This design comes from an exercise in tuning for small area and a short achievable clock period on the open sky130 flow, not from production work.
No functional check of the RTL was part of this run.

==> flow/design.v <==
module arith_eg3_mod(
    input clk,
    input rst,
    input int a,
    input int b,
    input [1:0] sel,
    output int r
);
    int w_a;
    int w_b;
    int w_r;
    logic [1:0] w_s;
    always_ff @(posedge clk) begin
        if(rst) begin
            r <= 0;
        end
        else begin
            w_a <= a;
            w_b <= b;
            w_s <= sel;
            r   <= w_r;
        end
    end
    always_comb begin
        case (w_s)
            2'b00: w_r = w_a + w_b;
            2'b01: w_r = w_a - w_b;
            2'b10: w_r = w_a * w_b;
            2'b11: w_r = (w_b != 0) ? ((w_a == 32'h80000000 && w_b == -1) ? 32'sh80000000 : w_a / w_b) : -1;
        endcase      
    end
endmodule
==> flow/run.sh <==
#!/bin/bash
# synth_recipe.tcl (not shown) runs the flow's synth.tcl, then flattens the netlist and writes it again
# the make line also repeats each setting of config.mk as NAME=value (left out here)
make -C /OpenROAD-flow-scripts/flow DESIGN_CONFIG=/design/flow/config.mk WORK_HOME=/design/flow/orfs CLKGATE_MAP_FILE= SYNTH_SCRIPT=/design/flow/synth_recipe.tcl finish
==> flow/config.mk <==
export PLATFORM = sky130hd
export DESIGN_NAME = arith_eg3_mod
export DESIGN_NICKNAME = arith_eg3_mod
export VERILOG_FILES = /design/flow/design.v
export SDC_FILE = /design/flow/constraint.sdc
export NUM_CORES = 4
export LEC_CHECK = 0
export CAP_MARGIN = 20
export CORE_MARGIN = 2
export CORE_UTILIZATION = 40
export SLEW_MARGIN = 20
==> flow/constraint.sdc <==
create_clock -name core_clock -period 75.0 [get_ports {clk}]
set_input_delay 15.0000 -clock core_clock [delete_from_list [all_inputs] [get_ports {clk}]]
set_output_delay 15.0000 -clock core_clock [all_outputs]
set_load 0.01 [all_outputs]
==> results.txt <==
## flip-flops by register name, indices dropped and copies added (netlist names)
name and flops:
w_s 2, w_b 32, r 32, w_a 32
## how the worst min path moves through the flow
| stage | end | slack [ns] | cells after the start |
|---|---|---|---|
| finish | r[31] | 0.92 | 3 |
| global placement | r[31] | 0.87 | 3 |
| CTS | r[31] | 0.89 | 3 |
| global route | r[31] | 0.89 | 3 |
| detailed placement | r[31] | 0.88 | 3 |
| floorplan | r[2] | 0.73 | 4 |
## per-layer routing
layer,GRT usage (%),vias to the layer above
met1,47.9,28200
met2,57.6,2801
met5,0,-
met3,6.84,681
met4,16.4,16
li1,-,26200
## Yosys cell counts (29+ instances only)
cell,number,area (µm²)
xor2_1,224,1960
dfxtp_1,32,641
edfxtp_1,66,1980
nand3_1,150,751
a21o_1,209,1570
and2_1,189,1180
ha_1,715,8950
buf_1,48,180
nor2_1,522,1960
a211oi_1,54,405
a21oi_1,420,2100
and3_1,49,307
o211ai_1,52,390
o21a_1,126,946
nand2b_1,71,444
fa_1,409,8190
o21ai_0,284,1420
nand4_1,83,519
xnor2_1,344,3010
nor4_1,39,244
o31ai_1,63,473
a31oi_1,80,500
clkbuf_1,230,863
mux2i_1,29,290
mux2_2,77,867
or3_1,59,369
nand2_1,854,3210
or2_2,50,313
nor3_1,172,861
nor2b_1,80,500
inv_1,686,2570
## final cells by class
type	instances	area (µm²)	area share [%]
Inverter	688	2590	3.92
Multi-Input combinational cell	5846	47900	72.6
Clock inverter	7	78.8	0.119
Tap cell	1742	2180	3.30
Sequential cell	98	2620	3.97
Antenna cell	2	5.00	0.00758
Clock buffer	9	225	0.341
Timing Repair Buffer	1330	10400	15.8
## per-stage QoR
step | std cells | utilization (%) | setup TNS (ns) | setup WS (ns)
after CTS | 9633 | 49.4 | 0 | 0.00567
after floorplan | 6925 | - | 0 | 0.0501
after global placement | 9606 | 48.8 | -84.61 | -3.41
final | 9722 | 51.1 | 0 | 2.53
after detailed placement | 9607 | 48.8 | -114.84 | -4.26
after global routing | 9720 | 51.1 | -11.29 | -0.575
## cell usage in the layout, fill, tap and decap left out, drive strengths merged, types with 174 or more instances in the layout
cell	synthesis	final
nand2	854	854
xnor2	344	344
xor2	224	224
nor3	174	174
o21ai	297	297
a21oi	420	420
inv	686	689
buf	63	1230
fa	409	409
ha	715	715
and2	190	190
nor2	522	522
a21o	209	209
## what timing repair did
action | in CTS | in global routing
gates resized for setup | 100 | 331
gates cloned | 1 | 1
setup endpoints to repair | 32 | 32
setup buffers | 9 | 86
pin swaps | 13 | 145
## worst register-to-register path: cells and delay by family (launching register included)
family,cells,cell delay (ns)
AOI/OAI and AO/OA,177,36.94
xor gates and xnor gates,2,0.51
adders and majority gates,32,8.81
buffers and inverters,45,6.77
DFF,1,0.60
muxes,3,0.87
and+or+nand+nor,94,17.86
## logic make-up (layout without fill, tap and decap cells)
group | Yosys count | in the layout | share of synthesized area [%]
muxes | 107 | 107 | 2.26
other | 0 | 2 | 0
AOI/OAI and AO/OA | 1649 | 1649 | 21.0
xor gates and xnor gates | 568 | 568 | 9.58
buffers and inverters | 981 | 2034 | 7.18
adders and majority gates | 1124 | 1124 | 33.0
and+or+nand+nor | 2398 | 2398 | 21.9
DFF | 98 | 98 | 5.05
==> results.json <==
{
  "post_synth.cell_area_avg_um2": 7.50,
  "synth_top_flop_cell": "edfxtp_1",
  "placed_area_mm2": 0.0631,
  "die_width_um": 364,
  "grt_util_all_layers_pct": 36.4,
  "ctsHtreeMaxLevel": 3,
  "vias_per_cell": 5.96,
  "floorplan.initialDensity_pct": 40.2,
  "postRouteAntennaNets": 0,
  "syn_inst": 6925,
  "data_required_time_at_the_worst_endpoint_ns": 75.30,
  "synthesis.area_mm2": 0.0519,
  "slew_violations": 0,
  "grt_first_pass_wirelength_mm": 360,
  "critical_path.top_delay_family": "compound AO/OA/AOI/OAI gates",
  "drv.max_cap_violation_count": 0,
  "timing.critical_path.buf_inv": 45,
  "worst_path_largest_cell_delay_ns": 0.66,
  "floorplan.rows": 132,
  "number_of_enable_flip_flop_cells_after_synthesis": 66,
  "cp-end-kind": "flip-flop",
  "routabilityCongestion": 1.06,
  "detailed_route_wire_length_per_cell_um": 25.6,
  "grt_overflow": 0,
  "timing.critical_path.slowest_stage_cell": "or4b_2",
  "wl_met3_mm": 22.5,
  "cts-hold-fix-buffers": 0,
  "fin_worst_skew_ns": 0.0179,
  "antenna_found_initial": 11,
  "cts.sink_count": 98,
  "cts_tree": "done",
  "finalInstanceArea_mm2": 0.0661,
  "clockBufferDepth": 2,
  "synth_seq_cells": 98,
  "crit_type": "flip-flop to flip-flop",
  "post_synth_num_cell_types": 95,
  "nFillCells": 12700,
  "worstHoldStart": "w_s[1]",
  "async_flop_share_pct": 0,
  "period_share_pct": 96.6,
  "reg2regPathDepth": 353,
  "finish.net_count": 9165,
  "clk_latency_ns": 0.44,
  "drive_gt1_share_pct": 22.3,
  "drcViolationCount": 0,
  "synth-seq-area-share_pct": 5.05,
  "min-delay-path-class": "flip-flop to flip-flop",
  "tightest_slew_ns": 1.08,
  "max_slew_margin_pct": 27.9,
  "endpoint_of_the_most_critical_register_to_register_path": "r[17]",
  "chipHeight_um": 364,
  "buffer_ports.inserted": 99,
  "final.min_clock_period_ns": 72.47,
  "dr.first_iter.drc_count": 5753,
  "detailed_place_hpwl_mm": 199,
  "io_pins": 100,
  "worst_setup_path_start_kind": "flip-flop",
  "max_clock_freq_mhz": 13.8,
  "number_of_endpoints_with_negative_hold_slack_in_the_final_report": 0,
  "run_status": "no timing/DRC/antenna violations",
  "crit_path_max_fanout": 21,
  "synthesis.nets": 8117,
  "crit_end": "r[17]",
  "detail_route.wirelength.met1_mm": 104,
  "top_layer_used": "met5",
  "syn_to_final_growth_pct": 27.2,
  "critPathLaunch": "w_a[2]",
  "whs_ns": 0.920,
  "placeableCoreArea_mm2": 0.129,
  "critical_path.reg2reg.startpoint": "w_a[2]",
  "path_depth": 353,
  "drt-total-wl_mm": 249,
  "critical-path-top-cell-by-count": "buf_4",
  "clk_transition_reported_paths_ns": 0.10,
  "design.die.area_mm2": 0.133,
  "r2r_setup_slack_ns": 2.53,
  "arrival_ns": 72.77,
  "cts.root.buffer_cell": "clkbuf_16",
  "via_count_of_the_first_global_routing_pass": 55800,
  "largest_net_degree_at_the_start_of_global_routing": 61,
  "setup_viol": 0,
  "number_of_buffers_added_by_the_clock_tree_synthesis_step": 9,
  "vias": 57900,
  "met2WireLength_mm": 109,
  "detailed_routing_iteration_count_for_the_pre_antenna_repair_pass": 9,
  "yosys_warnings": 1
}

[re-timing with driven ports]
The results above use ideal ports. As a check the final layout listed here was re-extracted and re-timed, cells and wires unchanged.
Step 1, drivers: a clkbuf_16 drives clk and a buf_2 each remaining input, both assumed.
Step 2, shift: input delay + t, output delay - t, t = (earliest + latest rising clock arrival at the registers) / 2. This alone moves slack from input paths to output paths.
Three values: ideal ports, drivers, drivers and shift; two values: the first two.
t (ns): 0.497
slack for setup (ns): 2.526 / 2.526 / 2.526
hold WS [ns]: 0.920 / 0.920 / 0.920
cell pins on the clock port's net: 1
After both steps this run still meets setup and hold. The setup slack of this run moves by 0.000 ns with the drivers and by 0.000 ns with both steps.
